From an optimization exercise on the open Yosys and OpenROAD flow, aimed at small area, a short achievable clock period and few clock cycles; shortcuts taken in it are not production practice. RTL that was checked went through simulation tests only; none was proved equivalent to the original.

Setup of run a:
// CPU
module CPU(input  logic        clk_i, rst_i,
           output logic [63:0] imem_addr_o,
           input  logic [31:0] imem_data_i,
           output logic        dmem_we_o, dmem_re_o,
           output logic [2:0]  dmem_funct3_o,
           output logic [63:0] dmem_addr_o, dmem_wdata_o,
           input  logic [63:0] dmem_rdata_i,
           output logic        wb_we_o,
           output logic [4:0]  wb_rd_o,
           output logic [63:0] wb_data_o);
For scale: ~3,000 flip-flops, about 370 I/O pins.
Settings: LEC_CHECK=0, CAP_MARGIN=40, CORE_MARGIN=2, CORE_UTILIZATION=40, CTS_CLUSTER_DIAMETER=80, CTS_CLUSTER_SIZE=24, SLEW_MARGIN=60; clock period 16.0 ns.
standard.sh (not shown) runs the stock make flow with config.mk's settings and CLKGATE_MAP_FILE= SYNTH_SCRIPT=/design/flow/synth_recipe.tcl, a recipe that flattens the netlist after the stock synthesis.
==> flow/flow/run.sh <==
#!/bin/bash
# The standard synthesis, then the standard layout (standard.sh) with these changes:
#  - the delay cells (clkdlybuf4s*, dlygate*, dlymetal*) are kept out of the layout steps,
#    so the port buffers and the resizer's buffers are plain buffers;
#  - the resizer's timing repair (after CTS and after global routing) works to a setup
#    margin, so that paths end well inside the clock period (the SDC is the standard flow's, unchanged).
set -euo pipefail
PLATFORM_DONT_USE="sky130_fd_sc_hd__probe_p_8 sky130_fd_sc_hd__probec_p_8 sky130_fd_sc_hd__lpflow_bleeder_1 sky130_fd_sc_hd__lpflow_clkbufkapwr_1 sky130_fd_sc_hd__lpflow_clkbufkapwr_16 sky130_fd_sc_hd__lpflow_clkbufkapwr_2 sky130_fd_sc_hd__lpflow_clkbufkapwr_4 sky130_fd_sc_hd__lpflow_clkbufkapwr_8 sky130_fd_sc_hd__lpflow_clkinvkapwr_1 sky130_fd_sc_hd__lpflow_clkinvkapwr_16 sky130_fd_sc_hd__lpflow_clkinvkapwr_2 sky130_fd_sc_hd__lpflow_clkinvkapwr_4 sky130_fd_sc_hd__lpflow_clkinvkapwr_8 sky130_fd_sc_hd__lpflow_decapkapwr_12 sky130_fd_sc_hd__lpflow_decapkapwr_3 sky130_fd_sc_hd__lpflow_decapkapwr_4 sky130_fd_sc_hd__lpflow_decapkapwr_6 sky130_fd_sc_hd__lpflow_decapkapwr_8 sky130_fd_sc_hd__lpflow_inputiso0n_1 sky130_fd_sc_hd__lpflow_inputiso0p_1 sky130_fd_sc_hd__lpflow_inputiso1n_1 sky130_fd_sc_hd__lpflow_inputiso1p_1 sky130_fd_sc_hd__lpflow_inputisolatch_1 sky130_fd_sc_hd__lpflow_isobufsrc_1 sky130_fd_sc_hd__lpflow_isobufsrc_16 sky130_fd_sc_hd__lpflow_isobufsrc_2 sky130_fd_sc_hd__lpflow_isobufsrc_4 sky130_fd_sc_hd__lpflow_isobufsrc_8 sky130_fd_sc_hd__lpflow_isobufsrckapwr_16 sky130_fd_sc_hd__lpflow_lsbuf_lh_hl_isowell_tap_1 sky130_fd_sc_hd__lpflow_lsbuf_lh_hl_isowell_tap_2 sky130_fd_sc_hd__lpflow_lsbuf_lh_hl_isowell_tap_4 sky130_fd_sc_hd__lpflow_lsbuf_lh_isowell_4 sky130_fd_sc_hd__lpflow_lsbuf_lh_isowell_tap_1 sky130_fd_sc_hd__lpflow_lsbuf_lh_isowell_tap_2 sky130_fd_sc_hd__lpflow_lsbuf_lh_isowell_tap_4"
EXTRA_DONT_USE="sky130_fd_sc_hd__clkdlybuf4s* sky130_fd_sc_hd__dlygate* sky130_fd_sc_hd__dlymetal*"
MARGIN=$(cat flow/margin.txt)
bash standard.sh synth > synth.log 2>&1
bash standard.sh "DONT_USE_CELLS=$PLATFORM_DONT_USE $EXTRA_DONT_USE" "SETUP_SLACK_MARGIN=$MARGIN" finish > layout.log 2>&1
==> flow/flow/margin.txt <==
11.3
The following lists how run b was set up differently from run a:
- CORE_UTILIZATION changed from 40 to 55
==> flow/flow/margin.txt <==
11
### Flow results
- The final clock skew of run b falls short of that of run a by 0.022 ns.
- Comparing run a and run b, utilization is higher on run b.
- Run b vs. run a: total routing usage reported by global routing rose 14 points, count of plain and timing-repair buffers shrank by about 6%, endpoint required time on the critical path now sits higher, data arrival time of the critical path increased by 4.22 ns relative to the old numbers, worst hold slack went up by 0.0071 ns.
- Taking run a as the reference, in run b minimum setup slack in the final design shrank by 0.19 ns, overall die width shrank by 15%.
No functional check of the RTL was part of any run of this note.

---

Another version of the RTL of CPU (not shown whole).
Size: about 14,000 cells after synthesis, roughly 370 I/O pins, ~180,000 µm² of cells after synthesis.
## CPU
module CPU(input  logic        clk_i, rst_i,
           output logic [63:0] imem_addr_o,
           input  logic [31:0] imem_data_i,
           output logic        dmem_we_o, dmem_re_o,
           output logic [2:0]  dmem_funct3_o,
           output logic [63:0] dmem_addr_o, dmem_wdata_o,
           input  logic [63:0] dmem_rdata_i,
           output logic        wb_we_o,
           output logic [4:0]  wb_rd_o,
           output logic [63:0] wb_data_o);
    logic [63:2] pc_q;
    logic        d_v;
    logic [31:0] d_ins;
    logic        d_pred;
    logic [63:2] d_alt;
    logic        e_v;
    logic [63:0] e_a, e_b, e_sd;
    logic        e_fa_m, e_fa_w, e_fb_m, e_fb_w, e_fs_m, e_fs_w;
    logic        e_add, e_sub, e_and, e_or, e_mul;
    logic        e_ld, e_st, e_br, e_wr;
    logic [4:0]  e_rd;
    logic [2:0]  e_f3;
    logic        e_beq, e_bne, e_blt, e_bge;
    logic        e_pred;
    logic [63:2] e_alt;
    logic        m_wr, m_ld, m_mul, m_we, m_re;
    logic [4:0]  m_rd;
    logic [2:0]  m_f3;
    logic [63:0] m_res, m_sd;
    logic        w_wr;
    logic [4:0]  w_rd;
    logic [63:0] w_data;
    logic [31:0] ins;
    assign ins = imem_data_i;
    assign imem_addr_o = {pc_q, 2'b00};
    logic        f_immok, f_isbr, f_same, f_pred;
    logic [13:2] f_off;           
    logic [63:2] f_seq, f_tgt;
    logic [14:2] f_lo;
    logic [63:14] f_hi, f_hi_p1, f_hi_m1;
    assign f_immok = ins[1:0] == 2'b11;
    assign f_isbr  = ins[6:2] == 5'b11000;
  ...
Settings: LEC_CHECK=0, CAP_MARGIN=60, CORE_MARGIN=2, CORE_UTILIZATION=40, SLEW_MARGIN=60; clock period 16.0 ns.
run.sh (not shown) runs the stock make flow with config.mk's settings and CLKGATE_MAP_FILE= SYNTH_SCRIPT=/design/flow/synth_recipe.tcl, a recipe that flattens the netlist after the stock synthesis.
Stock flow here: none of the scripts above is used.
The starting point completed with no timing, DRC or antenna violations.
Rerun with:
==> flow/flow/run.sh (new file) <==
#!/bin/bash
# Standard synthesis and layout (the standard.sh), with one change: the delay cells
# (clkdlybuf4s*, dlygate*, dlymetal*) are kept out of the layout steps, so the port
# buffers and the resizer's buffers are plain buffers.
set -euo pipefail
PLATFORM_DONT_USE="sky130_fd_sc_hd__probe_p_8 sky130_fd_sc_hd__probec_p_8 sky130_fd_sc_hd__lpflow_bleeder_1 sky130_fd_sc_hd__lpflow_clkbufkapwr_1 sky130_fd_sc_hd__lpflow_clkbufkapwr_16 sky130_fd_sc_hd__lpflow_clkbufkapwr_2 sky130_fd_sc_hd__lpflow_clkbufkapwr_4 sky130_fd_sc_hd__lpflow_clkbufkapwr_8 sky130_fd_sc_hd__lpflow_clkinvkapwr_1 sky130_fd_sc_hd__lpflow_clkinvkapwr_16 sky130_fd_sc_hd__lpflow_clkinvkapwr_2 sky130_fd_sc_hd__lpflow_clkinvkapwr_4 sky130_fd_sc_hd__lpflow_clkinvkapwr_8 sky130_fd_sc_hd__lpflow_decapkapwr_12 sky130_fd_sc_hd__lpflow_decapkapwr_3 sky130_fd_sc_hd__lpflow_decapkapwr_4 sky130_fd_sc_hd__lpflow_decapkapwr_6 sky130_fd_sc_hd__lpflow_decapkapwr_8 sky130_fd_sc_hd__lpflow_inputiso0n_1 sky130_fd_sc_hd__lpflow_inputiso0p_1 sky130_fd_sc_hd__lpflow_inputiso1n_1 sky130_fd_sc_hd__lpflow_inputiso1p_1 sky130_fd_sc_hd__lpflow_inputisolatch_1 sky130_fd_sc_hd__lpflow_isobufsrc_1 sky130_fd_sc_hd__lpflow_isobufsrc_16 sky130_fd_sc_hd__lpflow_isobufsrc_2 sky130_fd_sc_hd__lpflow_isobufsrc_4 sky130_fd_sc_hd__lpflow_isobufsrc_8 sky130_fd_sc_hd__lpflow_isobufsrckapwr_16 sky130_fd_sc_hd__lpflow_lsbuf_lh_hl_isowell_tap_1 sky130_fd_sc_hd__lpflow_lsbuf_lh_hl_isowell_tap_2 sky130_fd_sc_hd__lpflow_lsbuf_lh_hl_isowell_tap_4 sky130_fd_sc_hd__lpflow_lsbuf_lh_isowell_4 sky130_fd_sc_hd__lpflow_lsbuf_lh_isowell_tap_1 sky130_fd_sc_hd__lpflow_lsbuf_lh_isowell_tap_2 sky130_fd_sc_hd__lpflow_lsbuf_lh_isowell_tap_4"
EXTRA_DONT_USE="sky130_fd_sc_hd__clkdlybuf4s* sky130_fd_sc_hd__dlygate* sky130_fd_sc_hd__dlymetal*"
bash standard.sh synth > synth.log 2>&1
bash standard.sh "DONT_USE_CELLS=$PLATFORM_DONT_USE $EXTRA_DONT_USE" finish > layout.log 2>&1
==> flow/standard.sh (new file) <==
#!/bin/bash
# synth_recipe.tcl (not shown) runs the flow's synth.tcl, then flattens the netlist and writes it again
# the make line also repeats each setting of config.mk as NAME=value (left out here)
make -C /OpenROAD-flow-scripts/flow DESIGN_CONFIG=/design/flow/config.mk WORK_HOME=/design/flow/orfs CLKGATE_MAP_FILE= SYNTH_SCRIPT=/design/flow/synth_recipe.tcl "${@:-finish}"
Settings changed: CAP_MARGIN 60 to 20, SLEW_MARGIN 60 to 20.
removed: flow/run.sh
=> Global-route usage falls by 0.91 points.
Rerun with:
==> flow/run.sh (new file) <==
#!/bin/bash
# synth_recipe.tcl (not shown) runs the flow's synth.tcl, then flattens the netlist and writes it again
# the make line also repeats each setting of config.mk as NAME=value (left out here)
make -C /OpenROAD-flow-scripts/flow DESIGN_CONFIG=/design/flow/config.mk WORK_HOME=/design/flow/orfs CLKGATE_MAP_FILE= SYNTH_SCRIPT=/design/flow/synth_recipe.tcl finish
removed: flow/flow/run.sh
removed: flow/standard.sh
Area after synthesis does not change; clock-buffer cell count fell by 1; via count rose by 1.6%; cell area rose by 1.7%; routed wire length rose by 2.7%; first-iteration DRC count rose by 6.7%; worst hold slack gets better by 38 ps; clock skew rose by 21 ps; final cell count barely changes.
No functional check of the RTL was part of any run of this note.

---

## v22
CPU, a different RTL version from the one above (not shown whole).
For scale: about 13000 cells after synthesis.
clock: 16.0 ns
lec_check: 0
cap_margin: 40
core_margin: 2
core_utilization: 40
cts_cluster_diameter: 80
cts_cluster_size: 24
slew_margin: 60
standard.sh (not shown) runs the stock make flow with config.mk's settings and CLKGATE_MAP_FILE= SYNTH_SCRIPT=/design/flow/synth_recipe.tcl, a recipe that flattens the netlist after the stock synthesis.
==> flow/flow/run.sh <==
#!/bin/bash
# The standard synthesis, then the standard layout (standard.sh) with these changes:
#  - the delay cells (clkdlybuf4s*, dlygate*, dlymetal*) are kept out of the layout steps,
#    so the port buffers and the resizer's buffers are plain buffers;
#  - the resizer's timing repair (after CTS and after global routing) works to a setup
#    margin, so that paths end well inside the clock period (the SDC is the standard flow's, unchanged).
set -euo pipefail
PLATFORM_DONT_USE="sky130_fd_sc_hd__probe_p_8 sky130_fd_sc_hd__probec_p_8 sky130_fd_sc_hd__lpflow_bleeder_1 sky130_fd_sc_hd__lpflow_clkbufkapwr_1 sky130_fd_sc_hd__lpflow_clkbufkapwr_16 sky130_fd_sc_hd__lpflow_clkbufkapwr_2 sky130_fd_sc_hd__lpflow_clkbufkapwr_4 sky130_fd_sc_hd__lpflow_clkbufkapwr_8 sky130_fd_sc_hd__lpflow_clkinvkapwr_1 sky130_fd_sc_hd__lpflow_clkinvkapwr_16 sky130_fd_sc_hd__lpflow_clkinvkapwr_2 sky130_fd_sc_hd__lpflow_clkinvkapwr_4 sky130_fd_sc_hd__lpflow_clkinvkapwr_8 sky130_fd_sc_hd__lpflow_decapkapwr_12 sky130_fd_sc_hd__lpflow_decapkapwr_3 sky130_fd_sc_hd__lpflow_decapkapwr_4 sky130_fd_sc_hd__lpflow_decapkapwr_6 sky130_fd_sc_hd__lpflow_decapkapwr_8 sky130_fd_sc_hd__lpflow_inputiso0n_1 sky130_fd_sc_hd__lpflow_inputiso0p_1 sky130_fd_sc_hd__lpflow_inputiso1n_1 sky130_fd_sc_hd__lpflow_inputiso1p_1 sky130_fd_sc_hd__lpflow_inputisolatch_1 sky130_fd_sc_hd__lpflow_isobufsrc_1 sky130_fd_sc_hd__lpflow_isobufsrc_16 sky130_fd_sc_hd__lpflow_isobufsrc_2 sky130_fd_sc_hd__lpflow_isobufsrc_4 sky130_fd_sc_hd__lpflow_isobufsrc_8 sky130_fd_sc_hd__lpflow_isobufsrckapwr_16 sky130_fd_sc_hd__lpflow_lsbuf_lh_hl_isowell_tap_1 sky130_fd_sc_hd__lpflow_lsbuf_lh_hl_isowell_tap_2 sky130_fd_sc_hd__lpflow_lsbuf_lh_hl_isowell_tap_4 sky130_fd_sc_hd__lpflow_lsbuf_lh_isowell_4 sky130_fd_sc_hd__lpflow_lsbuf_lh_isowell_tap_1 sky130_fd_sc_hd__lpflow_lsbuf_lh_isowell_tap_2 sky130_fd_sc_hd__lpflow_lsbuf_lh_isowell_tap_4"
EXTRA_DONT_USE="sky130_fd_sc_hd__clkdlybuf4s* sky130_fd_sc_hd__dlygate* sky130_fd_sc_hd__dlymetal*"
MARGIN=$(cat flow/margin.txt)
bash standard.sh synth > synth.log 2>&1
bash standard.sh "DONT_USE_CELLS=$PLATFORM_DONT_USE $EXTRA_DONT_USE" "SETUP_SLACK_MARGIN=$MARGIN" finish > layout.log 2>&1
==> flow/flow/margin.txt <==
11
v22: all stages complete, timing, DRC and antenna checks passed
Testbench counts of v22, summed over its fixed seeds: cycles 47,033.
Edits applied to the flow inputs when going from v22 to v28:
==> flow/flow/margin.txt <==
11.2
When v28 is set beside v22, its final period utilization turns out to be 0.47 points smaller. Run comparison: v28 start point of the critical path e_mul$_DFF_P_; v22 start point of the critical path e_one[0]$_DFF_P_. On maximum frequency, the lower figure sits with v22, not v28. In the reports for v28 and v22, the smaller routed wire length belongs to v22. Final number of max-transition violations: v28 vs v22 identical. In terms of met2 capacity usage during global routing, v22 and v28 differ only marginally. v28 vs. v22: cell area increased about 0.55%.
For v23, these inputs were changed with respect to v28:
# v28
export LEC_CHECK = 0
export CAP_MARGIN = 40
export CORE_MARGIN = 2
export CORE_UTILIZATION = 40
export CTS_CLUSTER_DIAMETER = 80
export CTS_CLUSTER_SIZE = 24
export SLEW_MARGIN = 60
create_clock -name core_clock -period 16.0 [get_ports {clk_i}]
# v23
export LEC_CHECK = 0
export CAP_MARGIN = 40
export CORE_MARGIN = 2
export CORE_UTILIZATION = 40
export CTS_CLUSTER_DIAMETER = 80
export CTS_CLUSTER_SIZE = 20
export SLEW_MARGIN = 60
create_clock -name core_clock -period 16.0 [get_ports {clk_i}]
==> flow/flow/margin.txt <==
11
Results
- Compared with v28, in v23 non-filler instance count after layout -0.30%, number of stages on the worst setup path increased by 1 relative to the old numbers.
- Clock-pin slew of the registers on the worst-case setup and hold paths in v23 is 20 ps below v28.
- In v23 relative to v28, highest clock rate had gone down by a few percent.
- On v23: non-clock buffer share of cell area is 0.43 points lower than what v28 gave.
- Compared to v28, v23 has global-route total usage across every layer 0.36 points lower.
- Going from v28 to v23, met1 track demand over resource lower; number of buffers created by CTS climbed 23; smallest setup slack after layout has decreased.

## what the ideal ports hide
No port has a modelled driver above. Below, the same layouts with a new extraction and two added sets of constraints. Step 1, drivers: a clkbuf_16 drives clk_i and a buf_2 each remaining input, both assumed. Step 2, shift: input delay + t, output delay - t, t = (earliest + latest rising clock arrival at the registers) / 2. This alone moves slack from input paths to output paths. a / b / c = ideal / step 1 / step 2; a / b = the first two.
| run | shift t [ns] | setup WS [ns] | hold slack, ns | clock arrival spread, ns | slew at the worst register clock pin (ns) |
|---|---|---|---|---|---|
| run a | 1.091 | 11.140 / 11.015 / 10.217 | 0.335 / 0.335 / 0.335 | 0.124 / 0.125 | 0.11 / 0.11 |
| run b | 1.051 | 10.954 / 10.926 / 10.094 | 0.342 / 0.342 / 0.342 | 0.115 / 0.115 | 0.11 / 0.11 |
| the first run of note 2 | 1.102 | 8.380 / 8.482 / 7.380 | 0.313 / 0.313 / 0.313 | 0.102 / 0.102 | 0.07 / 0.07 |
| the second run of note 2 | 1.067 | 7.705 / 7.705 / 7.583 | 0.261 / 0.261 / 0.261 | 0.101 / 0.100 | 0.08 / 0.08 |
| the third run of note 2 | 1.089 | 8.202 / 8.202 / 7.206 | 0.299 / 0.299 / 0.299 | 0.117 / 0.117 | 0.07 / 0.07 |
| v22 | 1.074 | 10.967 / 10.923 / 10.224 | 0.345 / 0.345 / 0.345 | 0.148 / 0.147 | 0.11 / 0.11 |
| v28 | 1.065 | 11.042 / 11.042 / 10.285 | 0.335 / 0.335 / 0.335 | 0.118 / 0.118 | 0.11 / 0.11 |
| v23 | 1.079 | 10.905 / 10.905 / 10.206 | 0.342 / 0.342 / 0.342 | 0.153 / 0.153 | 0.10 / 0.10 |
After both steps setup and hold are still met in every run listed. The setup slack of the first run of note 2, which loses most, moves by +0.102 ns with the drivers and by -1.000 ns with both steps.
